Source: an optimization exercise on an open RTL-to-GDS flow (aim: small area). Production flows keep margins and buffers that such runs may drop.
Only simulation tests tie the RTL to the original design; equivalence was not proved.

## v6
==> module exponent_multiplier, before the edit <==
module exponent_multiplier (
    i_clk, i_rst_n,
    i_load, i_start, i_select,
    i_A, i_B,
    o_done, led_select, o_P,
    seg_i_A_ten, seg_i_A_unit,
    seg_i_B_ten, seg_i_B_unit,
    seg_o_P_thousand, seg_o_P_hundred, seg_o_P_ten, seg_o_P_unit
);
    input wire i_clk, i_rst_n;
    input wire i_load, i_start, i_select;
    input [3:0] i_A, i_B;
    output reg o_done, led_select;
    output wire [29:0] o_P;
    output wire [6:0] seg_i_A_ten, seg_i_A_unit;
    output wire [6:0] seg_i_B_ten, seg_i_B_unit;
    output wire [6:0] seg_o_P_thousand, seg_o_P_hundred, seg_o_P_ten, seg_o_P_unit;
    reg [1:0] state;
    reg [4:0] cnt;
    reg [3:0] reg_A, reg_B;
    reg [15:0] dexp;
    wire [29:0] pexp;
    rom_e u_rom (.a(reg_A), .b(reg_B), .e(pexp));
    always @(posedge i_clk or negedge i_rst_n) begin
        if (!i_rst_n) begin
            state <= 2'd0;
            reg_A <= 4'd0;
            reg_B <= 4'd0;
            o_done <= 1'b0;
            led_select <= 1'b0;
        end else begin
            case (state)
            2'd0: begin
                o_done <= 1'b0;
                led_select <= 1'b0;
                if (!i_load) begin
                    reg_A <= i_A;
                    reg_B <= i_B;
                    state <= 2'd1;
                end
            end
            2'd1: if (!i_start) state <= 2'd2;
            2'd2: if (i_start && cnt > {1'b0, reg_B} && cnt >= 5'd5) state <= 2'd3;
            2'd3: begin
                o_done <= 1'b1;
                led_select <= !i_select;
                if (!i_start) state <= 2'd0;
            end
            endcase
        end
    end
    always @(posedge i_clk) begin
        if (state == 2'd0) cnt <= 5'd0;
        else if (state == 2'd2 && i_start) cnt <= cnt + 5'd1;
    end
    function [3:0] add3(input [3:0] d);
        reg ge5;
        begin
            ge5 = d[3] | (d[2] & (d[1] | d[0]));
            add3 = {ge5, (d[2] & ~ge5) | (d[3] & d[0]),
                    ge5 ? ((d[1] & d[0]) | (d[3] & ~d[0])) : d[1], d[0] ^ ge5};
        end
    endfunction
    function [15:0] dd4(input [15:0] d, input [3:0] c);
        integer i;
        reg [15:0] t;
        begin
            t = d;
            for (i = 3; i >= 0; i = i - 1) begin
                t = {add3(t[15:12]), add3(t[11:8]), add3(t[7:4]), add3(t[3:0])};
                t = {t[14:0], c[i]};
            end
            dd4 = t;
        end
    endfunction
    reg [3:0] chunk;
    always @(*) begin
        if (state[0]) chunk = pexp[3:0];
        else case (cnt[2:0])
            3'd0: chunk = pexp[27:24];
            3'd1: chunk = pexp[23:20];
            3'd2: chunk = pexp[19:16];
            3'd3: chunk = pexp[15:12];
            3'd4: chunk = pexp[11:8];
            default: chunk = pexp[7:4];
        endcase
    end
    always @(posedge i_clk) begin
        if (!state[1]) dexp <= {14'd0, pexp[29:28]};
        else if ((state == 2'd2 && i_start && cnt < 5'd6) || (state == 2'd3 && !o_done))
            dexp <= dd4(dexp, chunk);
    end
    wire [7:0] pmul = reg_A * reg_B;
    assign o_P = led_select ? pexp : (o_done ? {22'd0, pmul} : 30'd0);
    function [11:0] bcd8(input [7:0] v);
        integer i;
        reg [11:0] t;
        begin
            t = 12'd0;
            for (i = 7; i >= 0; i = i - 1) begin
                t = {add3(t[11:8]), add3(t[7:4]), add3(t[3:0])};
                t = {t[10:0], v[i]};
            end
            bcd8 = t;
        end
    endfunction
    wire [11:0] dmul = bcd8(pmul);
    wire [15:0] dig = led_select ? dexp : (o_done ? {4'd0, dmul} : 16'h0000);
    function [6:0] seg7(input [3:0] d);
        case (d)
            4'd0: seg7 = 7'b1000000;
            4'd1: seg7 = 7'b1111001;
            4'd2: seg7 = 7'b0100100;
            4'd3: seg7 = 7'b0110000;
            4'd4: seg7 = 7'b0011001;
            4'd5: seg7 = 7'b0010010;
            4'd6: seg7 = 7'b0000010;
            4'd7: seg7 = 7'b1111000;
            4'd8: seg7 = 7'b0000000;
            4'd9: seg7 = 7'b0010000;
            4'd10: seg7 = 7'b0100100;
            4'd11: seg7 = 7'b0110000;
            4'd12: seg7 = 7'b0011001;
            4'd13: seg7 = 7'b0010010;
            4'd14: seg7 = 7'b0000010;
            4'd15: seg7 = 7'b1111000;
            default: seg7 = 7'b1000000;
        endcase
    endfunction
    assign seg_o_P_thousand = seg7(dig[15:12]);
    assign seg_o_P_hundred  = seg7(dig[11:8]);
    assign seg_o_P_ten      = seg7(dig[7:4]);
    assign seg_o_P_unit     = seg7(dig[3:0]);
    wire a_ge10 = reg_A[3] & (reg_A[2] | reg_A[1]);
    wire b_ge10 = reg_B[3] & (reg_B[2] | reg_B[1]);
    assign seg_i_A_unit = seg7(a_ge10 ? reg_A - 4'd10 : reg_A);
    assign seg_i_A_ten  = seg7({3'd0, a_ge10});
    assign seg_i_B_unit = seg7(b_ge10 ? reg_B - 4'd10 : reg_B);
    assign seg_i_B_ten  = seg7({3'd0, b_ge10});
endmodule
Settings: LEC_CHECK=0, ABC_AREA=1, ABC_CLOCK_PERIOD_IN_PS=50000, CAP_MARGIN=20, CORE_MARGIN=2, CORE_UTILIZATION=30, GPL_TIMING_DRIVEN=0, PLACE_DENSITY=0.5, SLEW_MARGIN=20; clock period 50.0 ns.
standard.sh (not shown) runs the stock make flow with config.mk's settings and CLKGATE_MAP_FILE= SYNTH_SCRIPT=/design/flow/synth_recipe.tcl, a recipe that flattens the netlist after the stock synthesis.
==> flow/flow/run.sh <==
#!/bin/bash
# Standard synthesis, then the combinational logic between the standard
# synthesis's registers is re-mapped by ABC for area (registers, their names
# and cell types are kept), then the standard flow from floorplan to finish.
set -euo pipefail
W=$(pwd)
R=$W/orfs/results/$FLOW_PLATFORM/exponent_multiplier/base
YOSYS=$FLOW_HOME/../tools/install/yosys/bin/yosys
bash standard.sh "$R/1_2_yosys.v" > "$W/1_standard_synth.log" 2>&1
cp "$R/1_2_yosys.v" "$W/1_2_yosys.standard.v"
LIBFILE=$FLOW_HOME/platforms/$FLOW_PLATFORM/lib/sky130_fd_sc_hd__tt_025C_1v80.lib \
IN_V=$W/1_2_yosys.standard.v OUT_V=$W/1_2_yosys.reopt.v \
ABC_SCRIPT=$W/flow/area.abc ABC_CONSTR=$W/flow/abc.constr STAT_OUT=$W/reopt_stat.txt \
  "$YOSYS" -c "$W/flow/reopt.tcl" > "$W/2_reopt.log" 2>&1
cp "$W/1_2_yosys.reopt.v" "$R/1_2_yosys.v"
rm -f "$R/1_synth.odb" "$R/1_synth.sdc"
# Port buffers: the smallest buffer. Clock tree: clkbuf_4 buffers, no dummy loads.
bash standard.sh "BUFFER_PORTS_ARGS=-buffer_cell sky130_fd_sc_hd__buf_1" \
  "CTS_ARGS=-sink_clustering_enable -repair_clock_nets -dont_use_dummy_load -buf_list sky130_fd_sc_hd__clkbuf_4 -root_buf sky130_fd_sc_hd__clkbuf_4" \
  finish > "$W/3_standard_finish.log" 2>&1
==> flow/flow/abc.constr <==
set_driving_cell sky130_fd_sc_hd__buf_1
set_load 5
==> flow/flow/area.abc <==
strash; dc2; &get -n; &deepsyn -T 120; &put; dch -f; amap; topo; dnsize
==> flow/flow/reopt.tcl <==
# Re-optimise the combinational logic of the standard synthesis netlist.
# Registers (and tie cells) stay the same instances with the same names.
set lib $::env(LIBFILE)
yosys read_liberty -ignore_miss_func $lib
yosys read_verilog $::env(IN_V)
yosys hierarchy -top exponent_multiplier
yosys select -module exponent_multiplier
yosys select -clear
foreach pat {sky130_fd_sc_hd__df* sky130_fd_sc_hd__edf* sky130_fd_sc_hd__sdf* sky130_fd_sc_hd__conb_1} {
  yosys setattr -mod -set keep_hierarchy 1 $pat
}
yosys flatten
yosys opt_clean -purge
yosys stat
yosys opt -purge
yosys abc -script $::env(ABC_SCRIPT) -liberty $lib -dont_use *probe* -dont_use *lpflow* -dont_use *clkbuf* -dont_use *clkinv* -dont_use *dly* -dont_use *ha_* -dont_use *fa_* -dont_use *fah* -constr $::env(ABC_CONSTR) -D 50000 exponent_multiplier
yosys opt_clean -purge
yosys hilomap -singleton -hicell sky130_fd_sc_hd__conb_1 HI -locell sky130_fd_sc_hd__conb_1 LO exponent_multiplier
yosys splitnets
yosys opt_clean -purge
yosys tee -o $::env(STAT_OUT) stat -liberty $lib exponent_multiplier
yosys select exponent_multiplier
yosys write_verilog -noattr -noexpr -nohex -nodec -selected $::env(OUT_V)
### v6 -> v7
--- a/flow/design.v
+++ b/flow/design.v
@@ -72,24 +72,34 @@
             end
             dd4 = t;
         end
     endfunction
+    function [7:0] bcd6(input [5:0] v);
+        integer i;
+        reg [7:0] t;
+        begin
+            t = 8'd0;
+            for (i = 5; i >= 0; i = i - 1) begin
+                t = {add3(t[7:4]), add3(t[3:0])};
+                t = {t[6:0], v[i]};
+            end
+            bcd6 = t;
+        end
+    endfunction
     reg [3:0] chunk;
     always @(*) begin
-        if (state[0]) chunk = pexp[3:0];
-        else case (cnt[2:0])
-            3'd0: chunk = pexp[27:24];
-            3'd1: chunk = pexp[23:20];
-            3'd2: chunk = pexp[19:16];
-            3'd3: chunk = pexp[15:12];
-            3'd4: chunk = pexp[11:8];
-            default: chunk = pexp[7:4];
+        case (cnt[2:0])
+            3'd0: chunk = pexp[23:20];
+            3'd1: chunk = pexp[19:16];
+            3'd2: chunk = pexp[15:12];
+            3'd3: chunk = pexp[11:8];
+            3'd4: chunk = pexp[7:4];
+            default: chunk = pexp[3:0];
         endcase
     end
     always @(posedge i_clk) begin
-        if (!state[1]) dexp <= {14'd0, pexp[29:28]};
-        else if ((state == 2'd2 && i_start && cnt < 5'd6) || (state == 2'd3 && !o_done))
-            dexp <= dd4(dexp, chunk);
+        if (!state[1]) dexp <= {8'd0, bcd6(pexp[29:24])};
+        else if (state == 2'd2 && i_start && cnt < 5'd6) dexp <= dd4(dexp, chunk);
     end
     wire [7:0] pmul = reg_A * reg_B;
     assign o_P = led_select ? pexp : (o_done ? {22'd0, pmul} : 30'd0);
     function [11:0] bcd8(input [7:0] v);
==> summary.txt <==
v7 against v6: share of final layout cell area taken by non-clock buffers down 0.80 points; weighted congestion reported at the end of routability-driven placement comparable.
Antenna cell count in v7 vs v6: down 1
The via density per instance on v6 is in line with that on v7.

[separate check: timing with driven ports]
How much do the figures lean on ideal ports? The routed layouts below were timed once more, with nothing changed but the port constraints.
Step 1: set_driving_cell puts a clkbuf_16 on i_clk and a buf_2 on each other input, an assumption about the parent block.
Step 2 also shifts input and output timing later by t, the mid clock arrival at the registers, as if the neighbouring blocks saw the same clock.
a / b / c = ideal / step 1 / step 2; a / b = the first two.
run | t (ns) | setup slack, ns | worst setup path at the end | clock arrival spread, ns
v6 | 0.356 | 29.451 / 29.425 / 29.780 | register to output | 0.027 / 0.027
v7 | 0.389 | 28.302 / 28.270 / 28.659 | register to output | 0.032 / 0.032
After both steps setup and hold are still met in every run listed.
